From an optimization exercise on the open Yosys and OpenROAD flow, aimed at small area and a short achievable clock period; shortcuts taken in it are not production practice. Only the layout flow was run in this run; the RTL was not checked for function there. No activity file was given, so power comes from the tool's default toggle rates.

<file path="flow/config.mk">
export PLATFORM = sky130hd
export DESIGN_NAME = alu16bit
export DESIGN_NICKNAME = alu16bit
export VERILOG_FILES = /design/flow/design.v
export SDC_FILE = /design/flow/constraint.sdc
export NUM_CORES = 4
export LEC_CHECK = 0
export ABC_AREA = 1
export CAP_MARGIN = 20
export CORE_MARGIN = 2
export CORE_UTILIZATION = 40
export GPL_TIMING_DRIVEN = 0
export SLEW_MARGIN = 20
export SYNTH_HIERARCHICAL = 1
</file>
<file path="flow/constraint.sdc">
create_clock -name core_clock -period 7.2 [get_ports {clk}]
set_input_delay 1.4400 -clock core_clock [delete_from_list [all_inputs] [get_ports {clk}]]
set_output_delay 1.4400 -clock core_clock [all_outputs]
set_load 0.01 [all_outputs]
</file>
<file path="flow/design.v">
module alu16bit (
  input clk,
  input reset,
  input [2:0] operation,
  input [15:0] operand_A,
  input [15:0] operand_B,
  output reg [31:0] result,
  output reg carry_flag,
  output reg zero_flag
);
  wire [15:0] a = operand_A;
  wire [15:0] b = operand_B;
  wire is_add = (operation == 3'd0);
  wire is_sub = (operation == 3'd1);
  wire is_mul = (operation == 3'd2);
  wire [15:0] m = is_mul ? b : {15'd0, is_add | is_sub};
  reg [15:0] cv;
  always @(*) begin
    case (operation)
      3'd0: cv = b;
      3'd1: cv = ~b;
      3'd3: cv = a & b;
      3'd4: cv = a | b;
      3'd5: cv = ~(a & b);
      3'd6: cv = ~(a | b);
      3'd7: cv = a ^ b;
      default: cv = 16'd0;
    endcase
  end
  wire cin = is_sub;
  wire [15:0] an = ~a;
  wire [15:0] mn = ~m;
  wire p1;
  nor2 up1 (an[0], mn[0], p1);
  wire p2;
  nor2 up2 (an[1], mn[0], p2);
  wire p3;
  nor2 up3 (an[2], mn[0], p3);
  wire p4;
  nor2 up4 (an[3], mn[0], p4);
  wire p5;
  nor2 up5 (an[4], mn[0], p5);
  wire p6;
  nor2 up6 (an[5], mn[0], p6);
  wire p7;
  nor2 up7 (an[6], mn[0], p7);
  wire p8;
  nor2 up8 (an[7], mn[0], p8);
  wire p9;
  nor2 up9 (an[8], mn[0], p9);
  wire p10;
  nor2 up10 (an[9], mn[0], p10);
  wire p11;
  nor2 up11 (an[10], mn[0], p11);
  wire p12;
  nor2 up12 (an[11], mn[0], p12);
  wire p13;
  nor2 up13 (an[12], mn[0], p13);
  wire p14;
  nor2 up14 (an[13], mn[0], p14);
  wire p15;
  nor2 up15 (an[14], mn[0], p15);
  wire p16;
  nor2 up16 (an[15], mn[0], p16);
  wire p17;
  nor2 up17 (an[0], mn[1], p17);
  wire p18;
  nor2 up18 (an[1], mn[1], p18);
  wire p19;
  nor2 up19 (an[2], mn[1], p19);
  wire p20;
  nor2 up20 (an[3], mn[1], p20);
  wire p21;
  nor2 up21 (an[4], mn[1], p21);
  wire p22;
  nor2 up22 (an[5], mn[1], p22);
  wire p23;
  nor2 up23 (an[6], mn[1], p23);
  wire p24;
  nor2 up24 (an[7], mn[1], p24);
  wire p25;
  nor2 up25 (an[8], mn[1], p25);
  wire p26;
  nor2 up26 (an[9], mn[1], p26);
  wire p27;
  nor2 up27 (an[10], mn[1], p27);
  wire p28;
  nor2 up28 (an[11], mn[1], p28);
  wire p29;
  nor2 up29 (an[12], mn[1], p29);
  wire p30;
  nor2 up30 (an[13], mn[1], p30);
  wire p31;
  nor2 up31 (an[14], mn[1], p31);
  wire p32;
  nor2 up32 (an[15], mn[1], p32);
  wire p33;
  nor2 up33 (an[0], mn[2], p33);
  wire p34;
  nor2 up34 (an[1], mn[2], p34);
  wire p35;
  nor2 up35 (an[2], mn[2], p35);
  wire p36;
  nor2 up36 (an[3], mn[2], p36);
  wire p37;
  nor2 up37 (an[4], mn[2], p37);
  wire p38;
  nor2 up38 (an[5], mn[2], p38);
  wire p39;
  nor2 up39 (an[6], mn[2], p39);
  wire p40;
  nor2 up40 (an[7], mn[2], p40);
  wire p41;
  nor2 up41 (an[8], mn[2], p41);
  wire p42;
  nor2 up42 (an[9], mn[2], p42);
  wire p43;
  nor2 up43 (an[10], mn[2], p43);
  wire p44;
  nor2 up44 (an[11], mn[2], p44);
  wire p45;
  nor2 up45 (an[12], mn[2], p45);
  wire p46;
  nor2 up46 (an[13], mn[2], p46);
  wire p47;
  nor2 up47 (an[14], mn[2], p47);
  wire p48;
  nor2 up48 (an[15], mn[2], p48);
  wire p49;
  nor2 up49 (an[0], mn[3], p49);
  wire p50;
  nor2 up50 (an[1], mn[3], p50);
  wire p51;
  nor2 up51 (an[2], mn[3], p51);
  wire p52;
  nor2 up52 (an[3], mn[3], p52);
  wire p53;
  nor2 up53 (an[4], mn[3], p53);
  wire p54;
  nor2 up54 (an[5], mn[3], p54);
  wire p55;
  nor2 up55 (an[6], mn[3], p55);
  wire p56;
  nor2 up56 (an[7], mn[3], p56);
  wire p57;
  nor2 up57 (an[8], mn[3], p57);
  wire p58;
  nor2 up58 (an[9], mn[3], p58);
  wire p59;
  nor2 up59 (an[10], mn[3], p59);
  wire p60;
  nor2 up60 (an[11], mn[3], p60);
  wire p61;
  nor2 up61 (an[12], mn[3], p61);
  wire p62;
  nor2 up62 (an[13], mn[3], p62);
  wire p63;
  nor2 up63 (an[14], mn[3], p63);
  wire p64;
  nor2 up64 (an[15], mn[3], p64);
  wire p65;
  nor2 up65 (an[0], mn[4], p65);
  wire p66;
  nor2 up66 (an[1], mn[4], p66);
  wire p67;
  nor2 up67 (an[2], mn[4], p67);
  wire p68;
  nor2 up68 (an[3], mn[4], p68);
  wire p69;
  nor2 up69 (an[4], mn[4], p69);
  wire p70;
  nor2 up70 (an[5], mn[4], p70);
  wire p71;
  nor2 up71 (an[6], mn[4], p71);
  wire p72;
  nor2 up72 (an[7], mn[4], p72);
  wire p73;
  nor2 up73 (an[8], mn[4], p73);
  wire p74;
  nor2 up74 (an[9], mn[4], p74);
  wire p75;
  nor2 up75 (an[10], mn[4], p75);
  wire p76;
  nor2 up76 (an[11], mn[4], p76);
  wire p77;
  nor2 up77 (an[12], mn[4], p77);
  wire p78;
  nor2 up78 (an[13], mn[4], p78);
  wire p79;
  nor2 up79 (an[14], mn[4], p79);
  wire p80;
  nor2 up80 (an[15], mn[4], p80);
  wire p81;
  nor2 up81 (an[0], mn[5], p81);
  wire p82;
  nor2 up82 (an[1], mn[5], p82);
  wire p83;
  nor2 up83 (an[2], mn[5], p83);
  wire p84;
  nor2 up84 (an[3], mn[5], p84);
  wire p85;
  nor2 up85 (an[4], mn[5], p85);
  wire p86;
  nor2 up86 (an[5], mn[5], p86);
  wire p87;
  nor2 up87 (an[6], mn[5], p87);
  wire p88;
  nor2 up88 (an[7], mn[5], p88);
  wire p89;
  nor2 up89 (an[8], mn[5], p89);
  wire p90;
  nor2 up90 (an[9], mn[5], p90);
  wire p91;
  nor2 up91 (an[10], mn[5], p91);
  wire p92;
  nor2 up92 (an[11], mn[5], p92);
  wire p93;
  nor2 up93 (an[12], mn[5], p93);
  wire p94;
  nor2 up94 (an[13], mn[5], p94);
  wire p95;
  nor2 up95 (an[14], mn[5], p95);
  wire p96;
  nor2 up96 (an[15], mn[5], p96);
  wire p97;
  nor2 up97 (an[0], mn[6], p97);
  wire p98;
  nor2 up98 (an[1], mn[6], p98);
  wire p99;
  nor2 up99 (an[2], mn[6], p99);
  wire p100;
  nor2 up100 (an[3], mn[6], p100);
  wire p101;
  nor2 up101 (an[4], mn[6], p101);
  wire p102;
  nor2 up102 (an[5], mn[6], p102);
  wire p103;
  nor2 up103 (an[6], mn[6], p103);
  wire p104;
  nor2 up104 (an[7], mn[6], p104);
  wire p105;
  nor2 up105 (an[8], mn[6], p105);
  wire p106;
  nor2 up106 (an[9], mn[6], p106);
  wire p107;
  nor2 up107 (an[10], mn[6], p107);
  wire p108;
  nor2 up108 (an[11], mn[6], p108);
  wire p109;
  nor2 up109 (an[12], mn[6], p109);
  wire p110;
  nor2 up110 (an[13], mn[6], p110);
  wire p111;
  nor2 up111 (an[14], mn[6], p111);
  wire p112;
  nor2 up112 (an[15], mn[6], p112);
  wire p113;
  nor2 up113 (an[0], mn[7], p113);
  wire p114;
  nor2 up114 (an[1], mn[7], p114);
  wire p115;
  nor2 up115 (an[2], mn[7], p115);
  wire p116;
  nor2 up116 (an[3], mn[7], p116);
  wire p117;
  nor2 up117 (an[4], mn[7], p117);
  wire p118;
  nor2 up118 (an[5], mn[7], p118);
  wire p119;
  nor2 up119 (an[6], mn[7], p119);
  wire p120;
  nor2 up120 (an[7], mn[7], p120);
  wire p121;
  nor2 up121 (an[8], mn[7], p121);
  wire p122;
  nor2 up122 (an[9], mn[7], p122);
  wire p123;
  nor2 up123 (an[10], mn[7], p123);
  wire p124;
  nor2 up124 (an[11], mn[7], p124);
  wire p125;
  nor2 up125 (an[12], mn[7], p125);
  wire p126;
  nor2 up126 (an[13], mn[7], p126);
  wire p127;
  nor2 up127 (an[14], mn[7], p127);
  wire p128;
  nor2 up128 (an[15], mn[7], p128);
  wire p129;
  nor2 up129 (an[0], mn[8], p129);
  wire p130;
  nor2 up130 (an[1], mn[8], p130);
  wire p131;
  nor2 up131 (an[2], mn[8], p131);
  wire p132;
  nor2 up132 (an[3], mn[8], p132);
  wire p133;
  nor2 up133 (an[4], mn[8], p133);
  wire p134;
  nor2 up134 (an[5], mn[8], p134);
  wire p135;
  nor2 up135 (an[6], mn[8], p135);
  wire p136;
  nor2 up136 (an[7], mn[8], p136);
  wire p137;
  nor2 up137 (an[8], mn[8], p137);
  wire p138;
  nor2 up138 (an[9], mn[8], p138);
  wire p139;
  nor2 up139 (an[10], mn[8], p139);
  wire p140;
  nor2 up140 (an[11], mn[8], p140);
  wire p141;
  nor2 up141 (an[12], mn[8], p141);
  wire p142;
  nor2 up142 (an[13], mn[8], p142);
  wire p143;
  nor2 up143 (an[14], mn[8], p143);
  wire p144;
  nor2 up144 (an[15], mn[8], p144);
  wire p145;
  nor2 up145 (an[0], mn[9], p145);
  wire p146;
  nor2 up146 (an[1], mn[9], p146);
  wire p147;
  nor2 up147 (an[2], mn[9], p147);
  wire p148;
  nor2 up148 (an[3], mn[9], p148);
  wire p149;
  nor2 up149 (an[4], mn[9], p149);
  wire p150;
  nor2 up150 (an[5], mn[9], p150);
  wire p151;
  nor2 up151 (an[6], mn[9], p151);
  wire p152;
  nor2 up152 (an[7], mn[9], p152);
  wire p153;
  nor2 up153 (an[8], mn[9], p153);
  wire p154;
  nor2 up154 (an[9], mn[9], p154);
  wire p155;
  nor2 up155 (an[10], mn[9], p155);
  wire p156;
  nor2 up156 (an[11], mn[9], p156);
  wire p157;
  nor2 up157 (an[12], mn[9], p157);
  wire p158;
  nor2 up158 (an[13], mn[9], p158);
  wire p159;
  nor2 up159 (an[14], mn[9], p159);
  wire p160;
  nor2 up160 (an[15], mn[9], p160);
  wire p161;
  nor2 up161 (an[0], mn[10], p161);
  wire p162;
  nor2 up162 (an[1], mn[10], p162);
  wire p163;
  nor2 up163 (an[2], mn[10], p163);
  wire p164;
  nor2 up164 (an[3], mn[10], p164);
  wire p165;
  nor2 up165 (an[4], mn[10], p165);
  wire p166;
  nor2 up166 (an[5], mn[10], p166);
  wire p167;
  nor2 up167 (an[6], mn[10], p167);
  wire p168;
  nor2 up168 (an[7], mn[10], p168);
  wire p169;
  nor2 up169 (an[8], mn[10], p169);
  wire p170;
  nor2 up170 (an[9], mn[10], p170);
  wire p171;
  nor2 up171 (an[10], mn[10], p171);
  wire p172;
  nor2 up172 (an[11], mn[10], p172);
  wire p173;
  nor2 up173 (an[12], mn[10], p173);
  wire p174;
  nor2 up174 (an[13], mn[10], p174);
  wire p175;
  nor2 up175 (an[14], mn[10], p175);
  wire p176;
  nor2 up176 (an[15], mn[10], p176);
  wire p177;
  nor2 up177 (an[0], mn[11], p177);
  wire p178;
  nor2 up178 (an[1], mn[11], p178);
  wire p179;
  nor2 up179 (an[2], mn[11], p179);
  wire p180;
  nor2 up180 (an[3], mn[11], p180);
  wire p181;
  nor2 up181 (an[4], mn[11], p181);
  wire p182;
  nor2 up182 (an[5], mn[11], p182);
  wire p183;
  nor2 up183 (an[6], mn[11], p183);
  wire p184;
  nor2 up184 (an[7], mn[11], p184);
  wire p185;
  nor2 up185 (an[8], mn[11], p185);
  wire p186;
  nor2 up186 (an[9], mn[11], p186);
  wire p187;
  nor2 up187 (an[10], mn[11], p187);
  wire p188;
  nor2 up188 (an[11], mn[11], p188);
  wire p189;
  nor2 up189 (an[12], mn[11], p189);
  wire p190;
  nor2 up190 (an[13], mn[11], p190);
  wire p191;
  nor2 up191 (an[14], mn[11], p191);
  wire p192;
  nor2 up192 (an[15], mn[11], p192);
  wire p193;
  nor2 up193 (an[0], mn[12], p193);
  wire p194;
  nor2 up194 (an[1], mn[12], p194);
  wire p195;
  nor2 up195 (an[2], mn[12], p195);
  wire p196;
  nor2 up196 (an[3], mn[12], p196);
  wire p197;
  nor2 up197 (an[4], mn[12], p197);
  wire p198;
  nor2 up198 (an[5], mn[12], p198);
  wire p199;
  nor2 up199 (an[6], mn[12], p199);
  wire p200;
  nor2 up200 (an[7], mn[12], p200);
  wire p201;
  nor2 up201 (an[8], mn[12], p201);
  wire p202;
  nor2 up202 (an[9], mn[12], p202);
  wire p203;
  nor2 up203 (an[10], mn[12], p203);
  wire p204;
  nor2 up204 (an[11], mn[12], p204);
  wire p205;
  nor2 up205 (an[12], mn[12], p205);
  wire p206;
  nor2 up206 (an[13], mn[12], p206);
  wire p207;
  nor2 up207 (an[14], mn[12], p207);
  wire p208;
  nor2 up208 (an[15], mn[12], p208);
  wire p209;
  nor2 up209 (an[0], mn[13], p209);
  wire p210;
  nor2 up210 (an[1], mn[13], p210);
  wire p211;
  nor2 up211 (an[2], mn[13], p211);
  wire p212;
  nor2 up212 (an[3], mn[13], p212);
  wire p213;
  nor2 up213 (an[4], mn[13], p213);
  wire p214;
  nor2 up214 (an[5], mn[13], p214);
  wire p215;
  nor2 up215 (an[6], mn[13], p215);
  wire p216;
  nor2 up216 (an[7], mn[13], p216);
  wire p217;
  nor2 up217 (an[8], mn[13], p217);
  wire p218;
  nor2 up218 (an[9], mn[13], p218);
  wire p219;
  nor2 up219 (an[10], mn[13], p219);
  wire p220;
  nor2 up220 (an[11], mn[13], p220);
  wire p221;
  nor2 up221 (an[12], mn[13], p221);
  wire p222;
  nor2 up222 (an[13], mn[13], p222);
  wire p223;
  nor2 up223 (an[14], mn[13], p223);
  wire p224;
  nor2 up224 (an[15], mn[13], p224);
  wire p225;
  nor2 up225 (an[0], mn[14], p225);
  wire p226;
  nor2 up226 (an[1], mn[14], p226);
  wire p227;
  nor2 up227 (an[2], mn[14], p227);
  wire p228;
  nor2 up228 (an[3], mn[14], p228);
  wire p229;
  nor2 up229 (an[4], mn[14], p229);
  wire p230;
  nor2 up230 (an[5], mn[14], p230);
  wire p231;
  nor2 up231 (an[6], mn[14], p231);
  wire p232;
  nor2 up232 (an[7], mn[14], p232);
  wire p233;
  nor2 up233 (an[8], mn[14], p233);
  wire p234;
  nor2 up234 (an[9], mn[14], p234);
  wire p235;
  nor2 up235 (an[10], mn[14], p235);
  wire p236;
  nor2 up236 (an[11], mn[14], p236);
  wire p237;
  nor2 up237 (an[12], mn[14], p237);
  wire p238;
  nor2 up238 (an[13], mn[14], p238);
  wire p239;
  nor2 up239 (an[14], mn[14], p239);
  wire p240;
  nor2 up240 (an[15], mn[14], p240);
  wire p241;
  nor2 up241 (an[0], mn[15], p241);
  wire p242;
  nor2 up242 (an[1], mn[15], p242);
  wire p243;
  nor2 up243 (an[2], mn[15], p243);
  wire p244;
  nor2 up244 (an[3], mn[15], p244);
  wire p245;
  nor2 up245 (an[4], mn[15], p245);
  wire p246;
  nor2 up246 (an[5], mn[15], p246);
  wire p247;
  nor2 up247 (an[6], mn[15], p247);
  wire p248;
  nor2 up248 (an[7], mn[15], p248);
  wire p249;
  nor2 up249 (an[8], mn[15], p249);
  wire p250;
  nor2 up250 (an[9], mn[15], p250);
  wire p251;
  nor2 up251 (an[10], mn[15], p251);
  wire p252;
  nor2 up252 (an[11], mn[15], p252);
  wire p253;
  nor2 up253 (an[12], mn[15], p253);
  wire p254;
  nor2 up254 (an[13], mn[15], p254);
  wire p255;
  nor2 up255 (an[14], mn[15], p255);
  wire p256;
  nor2 up256 (an[15], mn[15], p256);
  wire n257, n258;
  ha un257 (p14, p29, n257, n258);
  wire n259, n260;
  fa un259 (p15, p30, p45, n259, n260);
  wire n261, n262;
  ha un261 (p60, p75, n261, n262);
  wire n263, n264;
  fa un263 (p16, p31, p46, n263, n264);
  wire n265, n266;
  fa un265 (p61, p76, p91, n265, n266);
  wire n267, n268;
  ha un267 (p106, p121, n267, n268);
  wire n269, n270;
  fa un269 (p32, p47, p62, n269, n270);
  wire n271, n272;
  fa un271 (p77, p92, p107, n271, n272);
  wire n273, n274;
  ha un273 (p122, p137, n273, n274);
  wire n275, n276;
  fa un275 (p48, p63, p78, n275, n276);
  wire n277, n278;
  fa un277 (p93, p108, p123, n277, n278);
  wire n279, n280;
  fa un279 (p64, p79, p94, n279, n280);
  wire n281, n282;
  ha un281 (p10, p25, n281, n282);
  wire n283, n284;
  fa un283 (p11, p26, p41, n283, n284);
  wire n285, n286;
  ha un285 (p56, p71, n285, n286);
  wire n287, n288;
  fa un287 (p12, p27, p42, n287, n288);
  wire n289, n290;
  fa un289 (p57, p72, p87, n289, n290);
  wire n291, n292;
  ha un291 (p102, p117, n291, n292);
  wire n293, n294;
  fa un293 (p13, p28, p43, n293, n294);
  wire n295, n296;
  fa un295 (p58, p73, p88, n295, n296);
  wire n297, n298;
  fa un297 (p103, p118, p133, n297, n298);
  wire n299, n300;
  ha un299 (p148, p163, n299, n300);
  wire n301, n302;
  fa un301 (p44, p59, p74, n301, n302);
  wire n303, n304;
  fa un303 (p89, p104, p119, n303, n304);
  wire n305, n306;
  fa un305 (p134, p149, p164, n305, n306);
  wire n307, n308;
  fa un307 (p179, p194, p209, n307, n308);
  wire n309, n310;
  fa un309 (p90, p105, p120, n309, n310);
  wire n311, n312;
  fa un311 (p135, p150, p165, n311, n312);
  wire n313, n314;
  fa un313 (p180, p195, p210, n313, n314);
  wire n315, n316;
  fa un315 (p225, n258, n261, n315, n316);
  wire n317, n318;
  fa un317 (p136, p151, p166, n317, n318);
  wire n319, n320;
  fa un319 (p181, p196, p211, n319, n320);
  wire n321, n322;
  fa un321 (p226, p241, n262, n321, n322);
  wire n323, n324;
  fa un323 (n267, n260, n263, n323, n324);
  wire n325, n326;
  fa un325 (p152, p167, p182, n325, n326);
  wire n327, n328;
  fa un327 (p197, p212, p227, n327, n328);
  wire n329, n330;
  fa un329 (p242, n268, n273, n329, n330);
  wire n331, n332;
  fa un331 (n264, n266, n269, n331, n332);
  wire n333, n334;
  fa un333 (p138, p153, p168, n333, n334);
  wire n335, n336;
  fa un335 (p183, p198, p213, n335, n336);
  wire n337, n338;
  fa un337 (p228, p243, n274, n337, n338);
  wire n339, n340;
  fa un339 (n270, n272, n275, n339, n340);
  wire n341, n342;
  fa un341 (p109, p124, p139, n341, n342);
  wire n343, n344;
  fa un343 (p154, p169, p184, n343, n344);
  wire n345, n346;
  fa un345 (p199, p214, p229, n345, n346);
  wire n347, n348;
  fa un347 (p244, n276, n278, n347, n348);
  wire n349, n350;
  fa un349 (p80, p95, p110, n349, n350);
  wire n351, n352;
  fa un351 (p125, p140, p155, n351, n352);
  wire n353, n354;
  fa un353 (p170, p185, p200, n353, n354);
  wire n355, n356;
  fa un355 (p215, p230, p245, n355, n356);
  wire n357, n358;
  fa un357 (p96, p111, p126, n357, n358);
  wire n359, n360;
  fa un359 (p141, p156, p171, n359, n360);
  wire n361, n362;
  fa un361 (p186, p201, p216, n361, n362);
  wire n363, n364;
  fa un363 (p112, p127, p142, n363, n364);
  wire n365, n366;
  fa un365 (p157, p172, p187, n365, n366);
  wire n367, n368;
  fa un367 (p128, p143, p158, n367, n368);
  wire n369, n370;
  ha un369 (p7, p22, n369, n370);
  wire n371, n372;
  fa un371 (p8, p23, p38, n371, n372);
  wire n373, n374;
  ha un373 (p53, p68, n373, n374);
  wire n375, n376;
  fa un375 (p9, p24, p39, n375, n376);
  wire n377, n378;
  fa un377 (p54, p69, p84, n377, n378);
  wire n379, n380;
  ha un379 (p99, p114, n379, n380);
  wire n381, n382;
  fa un381 (p40, p55, p70, n381, n382);
  wire n383, n384;
  fa un383 (p85, p100, p115, n383, n384);
  wire n385, n386;
  fa un385 (p130, p145, n281, n385, n386);
  wire n387, n388;
  fa un387 (p86, p101, p116, n387, n388);
  wire n389, n390;
  fa un389 (p131, p146, p161, n389, n390);
  wire n391, n392;
  fa un391 (n282, n285, n283, n391, n392);
  wire n393, n394;
  fa un393 (p132, p147, p162, n393, n394);
  wire n395, n396;
  fa un395 (p177, n286, n291, n395, n396);
  wire n397, n398;
  fa un397 (n284, n287, n289, n397, n398);
  wire n399, n400;
  fa un399 (p178, p193, n292, n399, n400);
  wire n401, n402;
  fa un401 (n299, n288, n290, n401, n402);
  wire n403, n404;
  fa un403 (n293, n295, n297, n403, n404);
  wire n405, n406;
  fa un405 (n300, n257, n294, n405, n406);
  wire n407, n408;
  fa un407 (n296, n298, n301, n407, n408);
  wire n409, n410;
  fa un409 (n303, n305, n307, n409, n410);
  wire n411, n412;
  fa un411 (n302, n304, n306, n411, n412);
  wire n413, n414;
  fa un413 (n308, n259, n309, n413, n414);
  wire n415, n416;
  fa un415 (n311, n313, n315, n415, n416);
  wire n417, n418;
  fa un417 (n310, n312, n314, n417, n418);
  wire n419, n420;
  fa un419 (n265, n317, n319, n419, n420);
  wire n421, n422;
  fa un421 (n316, n321, n323, n421, n422);
  wire n423, n424;
  fa un423 (n318, n320, n271, n423, n424);
  wire n425, n426;
  fa un425 (n325, n327, n322, n425, n426);
  wire n427, n428;
  fa un427 (n329, n324, n331, n427, n428);
  wire n429, n430;
  fa un429 (n326, n328, n277, n429, n430);
  wire n431, n432;
  fa un431 (n333, n335, n330, n431, n432);
  wire n433, n434;
  fa un433 (n337, n332, n339, n433, n434);
  wire n435, n436;
  fa un435 (n334, n336, n279, n435, n436);
  wire n437, n438;
  fa un437 (n341, n343, n345, n437, n438);
  wire n439, n440;
  fa un439 (n338, n340, n347, n439, n440);
  wire n441, n442;
  fa un441 (n342, n344, n346, n441, n442);
  wire n443, n444;
  fa un443 (n280, n349, n351, n443, n444);
  wire n445, n446;
  fa un445 (n353, n355, n348, n445, n446);
  wire n447, n448;
  fa un447 (p231, p246, n350, n447, n448);
  wire n449, n450;
  fa un449 (n352, n354, n356, n449, n450);
  wire n451, n452;
  fa un451 (n357, n359, n361, n451, n452);
  wire n453, n454;
  fa un453 (p202, p217, p232, n453, n454);
  wire n455, n456;
  fa un455 (p247, n358, n360, n455, n456);
  wire n457, n458;
  fa un457 (n362, n363, n365, n457, n458);
  wire n459, n460;
  fa un459 (p173, p188, p203, n459, n460);
  wire n461, n462;
  fa un461 (p218, p233, p248, n461, n462);
  wire n463, n464;
  fa un463 (n364, n366, n367, n463, n464);
  wire n465, n466;
  fa un465 (p144, p159, p174, n465, n466);
  wire n467, n468;
  fa un467 (p189, p204, p219, n467, n468);
  wire n469, n470;
  fa un469 (p234, p249, n368, n469, n470);
  wire n471, n472;
  fa un471 (p160, p175, p190, n471, n472);
  wire n473, n474;
  fa un473 (p205, p220, p235, n473, n474);
  wire n475, n476;
  fa un475 (p176, p191, p206, n475, n476);
  wire n477, n478;
  ha un477 (p5, p20, n477, n478);
  wire n479, n480;
  fa un479 (p6, p21, p36, n479, n480);
  wire n481, n482;
  ha un481 (p51, p66, n481, n482);
  wire n483, n484;
  fa un483 (p37, p52, p67, n483, n484);
  wire n485, n486;
  fa un485 (p82, p97, n369, n485, n486);
  wire n487, n488;
  fa un487 (p83, p98, p113, n487, n488);
  wire n489, n490;
  fa un489 (n370, n373, n371, n489, n490);
  wire n491, n492;
  fa un491 (p129, n374, n379, n491, n492);
  wire n493, n494;
  fa un493 (n372, n375, n377, n493, n494);
  wire n495, n496;
  fa un495 (n380, n376, n378, n495, n496);
  wire n497, n498;
  fa un497 (n381, n383, n385, n497, n498);
  wire n499, n500;
  fa un499 (n382, n384, n387, n499, n500);
  wire n501, n502;
  fa un501 (n389, n386, n391, n501, n502);
  wire n503, n504;
  fa un503 (n388, n390, n393, n503, n504);
  wire n505, n506;
  fa un505 (n395, n392, n397, n505, n506);
  wire n507, n508;
  fa un507 (n394, n396, n399, n507, n508);
  wire n509, n510;
  fa un509 (n398, n401, n403, n509, n510);
  wire n511, n512;
  fa un511 (n400, n402, n404, n511, n512);
  wire n513, n514;
  fa un513 (n405, n407, n409, n513, n514);
  wire n515, n516;
  fa un515 (n406, n408, n410, n515, n516);
  wire n517, n518;
  fa un517 (n411, n413, n415, n517, n518);
  wire n519, n520;
  fa un519 (n412, n414, n417, n519, n520);
  wire n521, n522;
  fa un521 (n419, n416, n421, n521, n522);
  wire n523, n524;
  fa un523 (n418, n420, n423, n523, n524);
  wire n525, n526;
  fa un525 (n425, n422, n427, n525, n526);
  wire n527, n528;
  fa un527 (n424, n429, n426, n527, n528);
  wire n529, n530;
  fa un529 (n431, n428, n433, n529, n530);
  wire n531, n532;
  fa un531 (n430, n435, n437, n531, n532);
  wire n533, n534;
  fa un533 (n432, n434, n439, n533, n534);
  wire n535, n536;
  fa un535 (n436, n438, n441, n535, n536);
  wire n537, n538;
  fa un537 (n443, n445, n440, n537, n538);
  wire n539, n540;
  fa un539 (n442, n444, n447, n539, n540);
  wire n541, n542;
  fa un541 (n449, n451, n446, n541, n542);
  wire n543, n544;
  fa un543 (n453, n448, n450, n543, n544);
  wire n545, n546;
  fa un545 (n452, n455, n457, n545, n546);
  wire n547, n548;
  fa un547 (n454, n459, n461, n547, n548);
  wire n549, n550;
  fa un549 (n456, n458, n463, n549, n550);
  wire n551, n552;
  fa un551 (n460, n462, n465, n551, n552);
  wire n553, n554;
  fa un553 (n467, n464, n469, n553, n554);
  wire n555, n556;
  fa un555 (p250, n466, n468, n555, n556);
  wire n557, n558;
  fa un557 (n471, n473, n470, n557, n558);
  wire n559, n560;
  fa un559 (p221, p236, p251, n559, n560);
  wire n561, n562;
  fa un561 (n472, n474, n475, n561, n562);
  wire n563, n564;
  fa un563 (p192, p207, p222, n563, n564);
  wire n565, n566;
  fa un565 (p237, p252, n476, n565, n566);
  wire n567, n568;
  fa un567 (p208, p223, p238, n567, n568);
  wire n569, n570;
  ha un569 (p4, p19, n569, n570);
  wire n571, n572;
  fa un571 (p35, p50, p65, n571, n572);
  wire n573, n574;
  fa un573 (p81, n478, n481, n573, n574);
  wire n575, n576;
  fa un575 (n482, n480, n483, n575, n576);
  wire n577, n578;
  fa un577 (n484, n487, n486, n577, n578);
  wire n579, n580;
  fa un579 (n488, n491, n490, n579, n580);
  wire n581, n582;
  fa un581 (n492, n494, n495, n581, n582);
  wire n583, n584;
  fa un583 (n496, n499, n498, n583, n584);
  wire n585, n586;
  fa un585 (n500, n503, n502, n585, n586);
  wire n587, n588;
  fa un587 (n504, n507, n506, n587, n588);
  wire n589, n590;
  fa un589 (n508, n510, n511, n589, n590);
  wire n591, n592;
  fa un591 (n512, n514, n515, n591, n592);
  wire n593, n594;
  fa un593 (n516, n519, n518, n593, n594);
  wire n595, n596;
  fa un595 (n520, n523, n522, n595, n596);
  wire n597, n598;
  fa un597 (n524, n527, n526, n597, n598);
  wire n599, n600;
  fa un599 (n528, n531, n533, n599, n600);
  wire n601, n602;
  fa un601 (n532, n535, n534, n601, n602);
  wire n603, n604;
  fa un603 (n536, n539, n538, n603, n604);
  wire n605, n606;
  fa un605 (n543, n540, n545, n605, n606);
  wire n607, n608;
  fa un607 (n547, n544, n546, n607, n608);
  wire n609, n610;
  fa un609 (n548, n551, n550, n609, n610);
  wire n611, n612;
  fa un611 (n552, n555, n557, n611, n612);
  wire n613, n614;
  fa un613 (n559, n556, n561, n613, n614);
  wire n615, n616;
  fa un615 (n560, n563, n562, n615, n616);
  wire n617, n618;
  fa un617 (p253, n564, n567, n617, n618);
  wire n619, n620;
  fa un619 (p224, p239, p254, n619, n620);
  wire n621, n622;
  ha un621 (p3, p18, n621, n622);
  wire n623, n624;
  fa un623 (p34, p49, n569, n623, n624);
  wire n625, n626;
  fa un625 (n570, n477, n571, n625, n626);
  wire n627, n628;
  fa un627 (n572, n479, n573, n627, n628);
  wire n629, n630;
  fa un629 (n574, n485, n575, n629, n630);
  wire n631, n632;
  fa un631 (n576, n489, n577, n631, n632);
  wire n633, n634;
  fa un633 (n493, n578, n579, n633, n634);
  wire n635, n636;
  fa un635 (n497, n580, n581, n635, n636);
  wire n637, n638;
  fa un637 (n582, n501, n583, n637, n638);
  wire n639, n640;
  fa un639 (n505, n584, n585, n639, n640);
  wire n641, n642;
  fa un641 (n509, n586, n587, n641, n642);
  wire n643, n644;
  fa un643 (n513, n588, n589, n643, n644);
  wire n645, n646;
  fa un645 (n517, n590, n591, n645, n646);
  wire n647, n648;
  fa un647 (n592, n521, n593, n647, n648);
  wire n649, n650;
  fa un649 (n525, n594, n595, n649, n650);
  wire n651, n652;
  fa un651 (n529, n596, n597, n651, n652);
  wire n653, n654;
  fa un653 (n530, n598, n599, n653, n654);
  wire n655, n656;
  fa un655 (n537, n600, n601, n655, n656);
  wire n657, n658;
  fa un657 (n541, n602, n603, n657, n658);
  wire n659, n660;
  fa un659 (n542, n605, n604, n659, n660);
  wire n661, n662;
  fa un661 (n549, n607, n606, n661, n662);
  wire n663, n664;
  fa un663 (n553, n608, n609, n663, n664);
  wire n665, n666;
  fa un665 (n554, n610, n611, n665, n666);
  wire n667, n668;
  fa un667 (n558, n613, n612, n667, n668);
  wire n669, n670;
  fa un669 (n565, n614, n615, n669, n670);
  wire n671, n672;
  fa un671 (n566, n617, n616, n671, n672);
  wire n673, n674;
  fa un673 (n568, n619, n618, n673, n674);
  wire n675, n676;
  fa un675 (p240, p255, n620, n675, n676);
  wire o677 = p17 | cv[1];
  wire o678 = p33 | cv[2];
  wire o679 = n622 | cv[3];
  wire o680 = n624 | cv[4];
  wire o681 = n626 | cv[5];
  wire o682 = n628 | cv[6];
  wire o683 = n630 | cv[7];
  wire o684 = n632 | cv[8];
  wire o685 = n634 | cv[9];
  wire o686 = n636 | cv[10];
  wire o687 = n638 | cv[11];
  wire o688 = n640 | cv[12];
  wire o689 = n642 | cv[13];
  wire o690 = n644 | cv[14];
  wire o691 = n646 | cv[15];
  wire o692 = n648 | is_sub;
  wire o693 = n650 | is_sub;
  wire o694 = n652 | is_sub;
  wire o695 = n654 | is_sub;
  wire o696 = n656 | is_sub;
  wire o697 = n659 | is_sub;
  wire o698 = n661 | is_sub;
  wire o699 = n662 | is_sub;
  wire o700 = n664 | is_sub;
  wire o701 = n666 | is_sub;
  wire o702 = n669 | is_sub;
  wire o703 = n670 | is_sub;
  wire o704 = n673 | is_sub;
  wire o705 = n675 | is_sub;
  wire o706 = p256 | is_sub;
  wire n707, n708;
  fa un707 (cin, p1, cv[0], n707, n708);
  wire n709, n710;
  fa un709 (p2, o677, n708, n709, n710);
  wire n711, n712;
  fa un711 (o678, n621, n710, n711, n712);
  wire n713, n714;
  fa un713 (o679, n623, n712, n713, n714);
  wire n715, n716;
  fa un715 (o680, n625, n714, n715, n716);
  wire n717, n718;
  fa un717 (o681, n627, n716, n717, n718);
  wire n719, n720;
  ha un719 (n629, o682, n719, n720);
  wire n721, n722;
  ha un721 (n631, o683, n721, n722);
  wire n723, n724;
  ha un723 (n633, o684, n723, n724);
  wire n725, n726;
  ha un725 (n635, o685, n725, n726);
  wire n727, n728;
  ha un727 (n637, o686, n727, n728);
  wire n729, n730;
  ha un729 (n639, o687, n729, n730);
  wire n731, n732;
  ha un731 (n641, o688, n731, n732);
  wire n733, n734;
  ha un733 (n643, o689, n733, n734);
  wire n735, n736;
  ha un735 (n645, o690, n735, n736);
  wire n737, n738;
  ha un737 (n647, o691, n737, n738);
  wire n739, n740;
  ha un739 (n649, o692, n739, n740);
  wire n741, n742;
  ha un741 (n651, o693, n741, n742);
  wire n743, n744;
  ha un743 (n653, o694, n743, n744);
  wire n745, n746;
  ha un745 (n655, o695, n745, n746);
  wire n747, n748;
  ha un747 (n657, o696, n747, n748);
  wire n749, n750;
  ha un749 (n658, o697, n749, n750);
  wire n751, n752;
  ha un751 (n660, o698, n751, n752);
  wire n753, n754;
  ha un753 (n663, o699, n753, n754);
  wire n755, n756;
  ha un755 (n665, o700, n755, n756);
  wire n757, n758;
  ha un757 (n667, o701, n757, n758);
  wire n759, n760;
  ha un759 (n668, o702, n759, n760);
  wire n761, n762;
  ha un761 (n671, o703, n761, n762);
  wire n763, n764;
  ha un763 (n672, o704, n763, n764);
  wire n765, n766;
  ha un765 (n674, o705, n765, n766);
  wire n767, n768;
  ha un767 (n676, o706, n767, n768);
  wire n769 = ~((n719 & n718) | n720);
  wire n770 = ~n769;
  wire n771 = ~((n721 & n770) | n722);
  wire n772 = ~n771;
  wire n773 = ~((n723 & n772) | n724);
  wire n774 = ~n773;
  wire n775 = ~((n725 & n774) | n726);
  wire n776 = ~n775;
  wire n777 = ~((n727 & n776) | n728);
  wire n778 = ~n777;
  wire n779 = ~((n729 & n778) | n730);
  wire n780 = ~n779;
  wire n781 = ~((n731 & n780) | n732);
  wire n782 = ~n781;
  wire n783 = ~((n733 & n782) | n734);
  wire n784 = ~((n735 & n734) | n736);
  wire n785 = ~(n735 & n733);
  wire n786 = ~((n785 | n781) & n784);
  wire n787 = ~n784;
  wire n788 = ~((n737 & n787) | n738);
  wire n789 = ~n785;
  wire n790 = ~(n737 & n789);
  wire n791 = ~((n790 | n781) & n788);
  wire n792 = ~n788;
  wire n793 = ~((n739 & n792) | n740);
  wire n794 = ~n790;
  wire n795 = ~(n739 & n794);
  wire n796 = ~((n795 | n781) & n793);
  wire n797 = ~n793;
  wire n798 = ~((n741 & n797) | n742);
  wire n799 = ~n795;
  wire n800 = ~(n741 & n799);
  wire n801 = ~((n800 | n781) & n798);
  wire n802 = ~((n743 & n742) | n744);
  wire n803 = ~(n743 & n741);
  wire n804 = ~((n803 | n793) & n802);
  wire n805 = ~(n803 | n795);
  wire n806 = ~n781;
  wire n807 = ~((n805 & n806) | n804);
  wire n808 = ~n802;
  wire n809 = ~((n745 & n808) | n746);
  wire n810 = ~n803;
  wire n811 = ~(n745 & n810);
  wire n812 = ~((n731 & n730) | n732);
  wire n813 = ~(n731 & n729);
  wire n814 = ~((n813 | n777) & n812);
  wire n815 = ~n814;
  wire n816 = ~((n795 | n815) & n793);
  wire n817 = ~n816;
  wire n818 = ~((n811 | n817) & n809);
  wire n819 = ~((n747 & n746) | n748);
  wire n820 = ~(n747 & n745);
  wire n821 = ~((n820 | n802) & n819);
  wire n822 = ~(n820 | n803);
  wire n823 = ~((n822 & n816) | n821);
  wire n824 = ~n819;
  wire n825 = ~((n749 & n824) | n750);
  wire n826 = ~n820;
  wire n827 = ~(n749 & n826);
  wire n828 = ~((n725 & n724) | n726);
  wire n829 = ~(n725 & n723);
  wire n830 = ~n828;
  wire n831 = ~((n727 & n830) | n728);
  wire n832 = ~n829;
  wire n833 = ~(n727 & n832);
  wire n834 = ~((n833 | n771) & n831);
  wire n835 = ~n834;
  wire n836 = ~((n813 | n835) & n812);
  wire n837 = ~n836;
  wire n838 = ~((n790 | n837) & n788);
  wire n839 = ~((n739 & n838) | n740);
  wire n840 = ~((n803 | n839) & n802);
  wire n841 = ~n840;
  wire n842 = ~((n827 | n841) & n825);
  wire n843 = ~((n751 & n750) | n752);
  wire n844 = ~(n751 & n749);
  wire n845 = ~((n844 | n819) & n843);
  wire n846 = ~(n844 | n820);
  wire n847 = ~((n846 & n840) | n845);
  wire n848 = ~n843;
  wire n849 = ~((n753 & n848) | n754);
  wire n850 = ~n844;
  wire n851 = ~(n753 & n850);
  wire n852 = ~((n851 | n819) & n849);
  wire n853 = ~(n851 | n820);
  wire n854 = ~((n853 & n840) | n852);
  wire n855 = ~((n755 & n754) | n756);
  wire n856 = ~(n755 & n753);
  wire n857 = ~((n856 | n843) & n855);
  wire n858 = ~(n856 | n844);
  wire n859 = ~n819;
  wire n860 = ~((n858 & n859) | n857);
  wire n861 = ~n820;
  wire n862 = ~(n858 & n861);
  wire n863 = ~n840;
  wire n864 = ~((n862 | n863) & n860);
  wire n865 = ~n855;
  wire n866 = ~((n757 & n865) | n758);
  wire n867 = ~n856;
  wire n868 = ~(n757 & n867);
  wire n869 = ~((n868 | n843) & n866);
  wire n870 = ~(n868 | n844);
  wire n871 = ~n819;
  wire n872 = ~((n870 & n871) | n869);
  wire n873 = ~n820;
  wire n874 = ~(n870 & n873);
  wire n875 = ~n840;
  wire n876 = ~((n874 | n875) & n872);
  wire n877 = ~n866;
  wire n878 = ~((n759 & n877) | n760);
  wire n879 = ~n868;
  wire n880 = ~(n759 & n879);
  wire n881 = ~((n880 | n843) & n878);
  wire n882 = ~(n880 | n844);
  wire n883 = ~n819;
  wire n884 = ~((n882 & n883) | n881);
  wire n885 = ~n820;
  wire n886 = ~(n882 & n885);
  wire n887 = ~n840;
  wire n888 = ~((n886 | n887) & n884);
  wire n889 = ~((n761 & n760) | n762);
  wire n890 = ~(n761 & n759);
  wire n891 = ~((n890 | n866) & n889);
  wire n892 = ~(n890 | n868);
  wire n893 = ~n843;
  wire n894 = ~((n892 & n893) | n891);
  wire n895 = ~n844;
  wire n896 = ~(n892 & n895);
  wire n897 = ~((n896 | n819) & n894);
  wire n898 = ~(n896 | n820);
  wire n899 = ~((n898 & n840) | n897);
  wire n900 = ~n889;
  wire n901 = ~((n763 & n900) | n764);
  wire n902 = ~n890;
  wire n903 = ~(n763 & n902);
  wire n904 = ~((n903 | n866) & n901);
  wire n905 = ~(n903 | n868);
  wire n906 = ~n843;
  wire n907 = ~((n905 & n906) | n904);
  wire n908 = ~n844;
  wire n909 = ~(n905 & n908);
  wire n910 = ~((n909 | n819) & n907);
  wire n911 = ~(n909 | n820);
  wire n912 = ~((n911 & n840) | n910);
  wire n913 = ~n901;
  wire n914 = ~((n765 & n913) | n766);
  wire n915 = ~n903;
  wire n916 = ~(n765 & n915);
  wire n917 = ~((n916 | n866) & n914);
  wire n918 = ~(n916 | n868);
  wire n919 = ~n843;
  wire n920 = ~((n918 & n919) | n917);
  wire n921 = ~n844;
  wire n922 = ~(n918 & n921);
  wire n923 = ~((n922 | n819) & n920);
  wire n924 = ~(n922 | n820);
  wire n925 = ~((n924 & n840) | n923);
  wire n926 = ~n914;
  wire n927 = ~((n767 & n926) | n768);
  wire n928 = ~n916;
  wire n929 = ~(n767 & n928);
  wire n930 = ~((n929 | n866) & n927);
  wire n931 = ~(n929 | n868);
  wire n932 = ~n843;
  wire n933 = ~((n931 & n932) | n930);
  wire n934 = ~n844;
  wire n935 = ~(n931 & n934);
  wire n936 = ~((n935 | n819) & n933);
  wire n937 = ~(n935 | n820);
  wire n938 = ~((n937 & n840) | n936);
  wire n939 = ~((is_sub & n768) | 1'b0);
  wire n940 = ~(is_sub & n767);
  wire n941 = ~((n940 | n914) & n939);
  wire n942 = ~(n940 | n916);
  wire n943 = ~n866;
  wire n944 = ~((n942 & n943) | n941);
  wire n945 = ~n868;
  wire n946 = ~(n942 & n945);
  wire n947 = ~((n946 | n843) & n944);
  wire n948 = ~(n946 | n844);
  wire n949 = ~n819;
  wire n950 = ~((n948 & n949) | n947);
  wire n951 = ~n820;
  wire n952 = ~(n948 & n951);
  wire n953 = ~n840;
  wire n954 = ~((n952 | n953) & n950);
  wire n955, n956;
  ha un955 (n719, n718, n955, n956);
  wire n957, n958;
  ha un957 (n721, n769, n957, n958);
  wire n959 = ~n957;
  wire n960, n961;
  ha un960 (n723, n771, n960, n961);
  wire n962 = ~n960;
  wire n963, n964;
  ha un963 (n725, n773, n963, n964);
  wire n965 = ~n963;
  wire n966, n967;
  ha un966 (n727, n775, n966, n967);
  wire n968 = ~n966;
  wire n969, n970;
  ha un969 (n729, n834, n969, n970);
  wire n971, n972;
  ha un971 (n731, n779, n971, n972);
  wire n973 = ~n971;
  wire n974, n975;
  ha un974 (n733, n836, n974, n975);
  wire n976, n977;
  ha un976 (n735, n783, n976, n977);
  wire n978 = ~n976;
  wire n979, n980;
  ha un979 (n737, n786, n979, n980);
  wire n981, n982;
  ha un981 (n739, n838, n981, n982);
  wire n983, n984;
  ha un983 (n741, n839, n983, n984);
  wire n985 = ~n983;
  wire n986, n987;
  ha un986 (n743, n801, n986, n987);
  wire n988, n989;
  ha un988 (n745, n840, n988, n989);
  wire n990, n991;
  ha un990 (n747, n818, n990, n991);
  wire n992, n993;
  ha un992 (n749, n823, n992, n993);
  wire n994 = ~n992;
  wire n995, n996;
  ha un995 (n751, n842, n995, n996);
  wire n997, n998;
  ha un997 (n753, n847, n997, n998);
  wire n999 = ~n997;
  wire n1000, n1001;
  ha un1000 (n755, n854, n1000, n1001);
  wire n1002 = ~n1000;
  wire n1003, n1004;
  ha un1003 (n757, n864, n1003, n1004);
  wire n1005, n1006;
  ha un1005 (n759, n876, n1005, n1006);
  wire n1007, n1008;
  ha un1007 (n761, n888, n1007, n1008);
  wire n1009, n1010;
  ha un1009 (n763, n899, n1009, n1010);
  wire n1011 = ~n1009;
  wire n1012, n1013;
  ha un1012 (n765, n912, n1012, n1013);
  wire n1014 = ~n1012;
  wire n1015, n1016;
  ha un1015 (n767, n925, n1015, n1016);
  wire n1017 = ~n1015;
  wire n1018, n1019;
  ha un1018 (is_sub, n938, n1018, n1019);
  wire n1020 = ~n1018;
  wire [31:0] s = {n1020, n1017, n1014, n1011, n1007, n1005, n1003, n1002, n999, n995, n994, n990, n988, n986, n985, n981, n979, n978, n974, n973, n969, n968, n965, n962, n959, n955, n717, n715, n713, n711, n709, n707};
  wire borrow = is_sub & s[16];
  wire zero_lo = (s[15:0] == 16'd0);
  wire zero_mul = (a == 16'd0) | (b == 16'd0);
  wire [31:0] r = s;
  wire z = is_mul ? zero_mul : zero_lo;
  always @(posedge clk) begin
    if (reset) begin
      result     <= 32'b0;
      carry_flag <= 1'b0;
      zero_flag  <= 1'b0;
    end else begin
      result     <= r;
      carry_flag <= borrow;
      zero_flag  <= z;
    end
  end
endmodule
module fa (input a, input b, input c, output s, output co);
  assign s = a ^ b ^ c;
  assign co = (a & b) | (a & c) | (b & c);
endmodule
module ha (input a, input b, output s, output co);
  assign s = a ^ b;
  assign co = a & b;
endmodule
module nor2 (input a, input b, output y);
  assign y = ~(a | b);
endmodule
</file>
<file path="flow/flow/run.sh">
#!/bin/bash
# The standard layout, with the port buffers made of plain buffers (sky130
# buf_1, which the resizer may upsize) instead of the delay-cell buffers that
# buffer_ports picks by default.
set -euo pipefail
export BUFFER_PORTS_ARGS="-buffer_cell sky130_fd_sc_hd__buf_1"
bash standard.sh > standard.log 2>&1
</file>
<file path="flow/standard.sh">
#!/bin/bash
# synth_recipe.tcl (not shown) runs the flow's synth.tcl, then flattens the netlist and writes it again
# the make line also repeats each setting of config.mk as NAME=value (left out here)
make -C /OpenROAD-flow-scripts/flow DESIGN_CONFIG=/design/flow/config.mk WORK_HOME=/design/flow/orfs CLKGATE_MAP_FILE= SYNTH_SCRIPT=/design/flow/synth_recipe.tcl "${@:-finish}"
</file>
==> summary.txt <==
Global routing
  • GR Util met2: 0.402
  • GRT met1 Usage: 0.311
  • Busiest layer in global routing: met2
  • Initial antenna violation count: 0
  • Total GRT Usage: 0.236
  • Largest net degree at the start of global routing: 18
  • First-pass GRT wire length: 43.3 mm
  • Met3 global-route usage: 0.0323
  • Total gr overflow: 0
  • Vias in the first global route: 8037

Min path
  • HP Class: input pin to flip-flop
  • Worst hold path cell count: 2
  • Endpoint, Worst Hold: result[5]
  • Hold Crit Start: reset

Cells and area
  • Antenna diode count: 0
  • P&R area growth vs syn: 12.4%
  • Net count reported at finish: 1364
  • Ratio of cells with drive above 1 in the final layout: 0.0982

Die
  • Num rows: 54
  • Die area: 23400 sq um
  • Core footprint: 21800 sq um
  • Die Y-Extent: 153 um
  • Die Width: 153 um
  • Initial Util: 0.407
  • Top-level I/O count: 71

Clock network
  • Clk buf depth: 2
  • CTS Buf Count: 5
  • Post-CTS Hold Buffers: 0
  • TritonCTS clock tree: built
  • CTS root buffer: clkbuf_16
  • Worst-path clk slew: 50 ps
  • Htree depth: 2
  • Clock sink count: 34

Placed design
  • Setup WS pre-CTS: -932 ps
  • Final Wtd Congestion: 0.894
  • Port Buffers: 67
  • HPWL Detailed: 19.7 mm

Setup path
  • CP max FO: 16
  • Crit Path Class: input pin to flip-flop
  • CP arrival: 7000 ps
  • Worst setup EP type: flip-flop
  • Critical path required time: 7350 ps
  • Startpoint Class: input pin

Yosys
  • Post-synthesis sequential area ratio: 0.0766
  • Post-Syn Area: 8880 sq um
  • Netlist cell types: 41
  • Post-Syn Instances: 951
  • Synthesis Warnings: 7
  • Post-synthesis register bit count: 34
  • Syn nets: 1287
  • Syn Area/Cell: 9.34 sq um

Timing
  • Final setup viols: 0
  • Hold Vio Cnt, Final: 0
  • Worst-Margin Slew: 873 ps
  • Final worst slack: 349 ps
  • Period utilization: 0.952
  • Final Max Tran Viols: 0
  • FMAX: 0.146 GHz
  • RSZ-0062 raised after global routing: no
  • Max-slew headroom: 0.417
  • Final worst path period need: 6850 ps

Power
  • Power, Total: 1.13 mW
  • NetSw: 521 uW
  • Internal power: 614 uW
  • Logic pwr share: 0.595
  • Share of power burned in registers: 0.213
  • Switch share: 0.459
  • Maximum vdd drop: 0.0945 mV
  • Clock share of power: 0.191
  • Pleak: 5.10 nW
  • Power per Cell Area: 114 nW/um^2

Run
  • # Max-Cap Violations: 0

Drt
  • Total number of vias: 7289
  • Post-route ant nets: 0
  • DR iter-0 viols: 533
  • Routed len/inst: 20.3 um
  • Final WL: 26.6 mm
  • TritonRoute pass-1 iters: 5
  • DRC violations left: 0
  • Vias/cell: 5.57

Run status
  • Status: complete, no violations
[cells in the mapped netlist (all sizes together)]
cell / instances / area share
a211oi: 1 / 0.00085
a21o: 2 / 0.0018
a21oi: 22 / 0.016
a221oi: 29 / 0.029
a22oi: 2 / 0.0017
a31oi: 2 / 0.0014
and3: 1 / 0.00085
buf: 11 / 0.0080
clkbuf: 5 / 0.0021
dfxtp: 34 / 0.077
fa: 201 / 0.45
ha: 98 / 0.14
inv: 80 / 0.034
nand2: 54 / 0.031
nand3: 6 / 0.0034
nand3b: 14 / 0.012
nand4: 7 / 0.0049
nor2: 322 / 0.14
nor3: 6 / 0.0070
nor3b: 1 / 0.0014
nor4: 11 / 0.0084
o211ai: 1 / 0.00085
o21ai: 6 / 0.0038
o21bai: 4 / 0.0034
o22a: 1 / 0.00099
o22ai: 15 / 0.011
or2: 15 / 0.011
[critical path, cell delays in order]
cell	delay, ps
clkbuf_2	160
inv_2	100
nor3_4	230
buf_4	200
buf_12	170
nand2_8	130
nor2_1	190
fa_1	470
fa_1	540
fa_1	440
fa_1	550
fa_1	450
or2_1	250
ha_1	340
nand2_1	150
o21ai_4	240
a21oi_1	150
nor2_1	150
nand2_1	110
o21ai_1	170
a21oi_2	50
ha_1	270
nor2_1	40
[what timing repair did]
action | CTS | global route
setup endpoints to repair | 15 | 8
setup buffers | 2 | 0
resized for setup | 29 | 39
gates cloned | 0 | 1
pin swaps | 1 | 1
[area by class of cell]
type / count / area (sq um)
flip-flops and latches: 34 / 681
repair buffers: 70 / 305
fillers: 2154 / 11800
inverters: 80 / 300
clock inverters: 1 / 5.00
plain buffers: 16 / 105
clock buffers: 7 / 143
multi-input cells: 821 / 8100
well taps: 280 / 350
[through the flow]
step | util | setup TNS, ps | hold slack, ps | std cells | cell area, sq um
2_1_floorplan | - | 0 | 1630 | 951 | 8880
3_3_place_gp | 0.435 | -10460 | 1780 | 1298 | 9490
3_5_place_dp | 0.435 | -9310 | 1770 | 1298 | 9490
4_1_cts | 0.447 | 0 | 1480 | 1308 | 9760
5_1_grt | 0.458 | 0 | 1500 | 1309 | 9990
6_report | 0.458 | 0 | 1470 | 1309 | 9990
[logic make-up (layout without fill, tap and decap cells)]
group | Yosys count | after routing | share of synthesized area
and+or+nand+nor | 437 | 437 | 0.218
adders and majority gates | 299 | 299 | 0.591
buffers and inverters | 96 | 174 | 0.0439
AOI/OAI and AO/OA | 85 | 85 | 0.0701
DFF | 34 | 34 | 0.0766
[cell usage in the layout (no fill, tap or decap), types with 2 or more instances in the layout]
| master | instances |
|---|---|
| nor2_1 | 308 |
| fa_1 | 201 |
| ha_1 | 98 |
| inv_1 | 73 |
| buf_1 | 66 |
| dfxtp_1 | 34 |
| a221oi_1 | 29 |
| nand2_1 | 21 |
| o22ai_1 | 15 |
| nand3b_1 | 14 |
| nand2_8 | 13 |
| nor2_2 | 12 |
| nand2_2 | 12 |
| a21oi_1 | 12 |
| a21oi_2 | 10 |
| nor4_1 | 10 |
| or2_1 | 9 |
| nand2_4 | 8 |
| inv_2 | 7 |
| nand4_1 | 7 |
| nand3_1 | 6 |
| clkbuf_1 | 6 |
| or2_2 | 6 |
| clkbuf_16 | 6 |
| buf_4 | 5 |
| buf_2 | 5 |
| o21ai_0 | 4 |
| o21bai_1 | 4 |
| nor3_4 | 3 |
| a22oi_1 | 2 |
| buf_12 | 2 |
| a31oi_1 | 2 |
| nor3_1 | 2 |
[registers in the layout (all words and copies together) (netlist names)]
register and cells:
result 32, zero_flag 1, carry_flag 1
[power groups by stage]
stage	registers, mW	clock network [mW]	logic, mW
3_3_place_gp	0.246	0	0.651
6_report	0.242	0.217	0.676
5_1_grt	0.247	0.232	0.762
3_5_place_dp	0.246	0	0.655
2_1_floorplan	0.271	0	0.423
4_1_cts	0.243	0.222	0.665
[metal layers]
metal  share of wire  up-vias
li1                -     3220
met1            0.41     3663
met2            0.48      342
met3           0.070       64
met4           0.040        0
met5               0        -
[worst max path at each step]
stage,from,end,cells after the start
6_report,operation[1],result[31],23
5_1_grt,operand_A[0],zero_flag,27
4_1_cts,operation[1],result[31],24
3_5_place_dp,operation[1],result[31],22
3_3_place_gp,operation[1],result[31],22
2_1_floorplan,operation[2],result[31],21
[per-module statistics from Yosys (local to each module, per instance)]
module / times used / flops+latches / area [sq um]
fa: 201 / 0 / 20.0
alu16bit: 1 / 34 / 3070
ha: 66 / 0 / 12.5
nor2: 256 / 0 / 3.75

-- port drivers added, routing unchanged --
Ports are ideal in the flow. The routed layout listed here was re-timed in OpenROAD.
Step 1 sets driving cells, clkbuf_16 on the clock port and buf_2 on the other inputs (assumed; they add their load-dependent delay and slew).
Step 2 moves the port delays by t, midway between the first and last clock arrival at a register: inputs arrive t later, outputs are due t later. That takes back most of the time a late clock gives input paths.
a / b / c = no drivers / after step 1 / after step 2; a / b = the first two.
t (ns): 0.317
setup slack, ns: 0.349 / 0.348 / 0.031
worst setup path after step 2: input to register
worst register clock-pin slew, ns: 0.05 / 0.05
worst data-port slew with drivers (ns): 0.08
After both steps this run still meets setup and hold. The setup slack of this run moves by -0.001 ns with the drivers and by -0.318 ns with both steps.
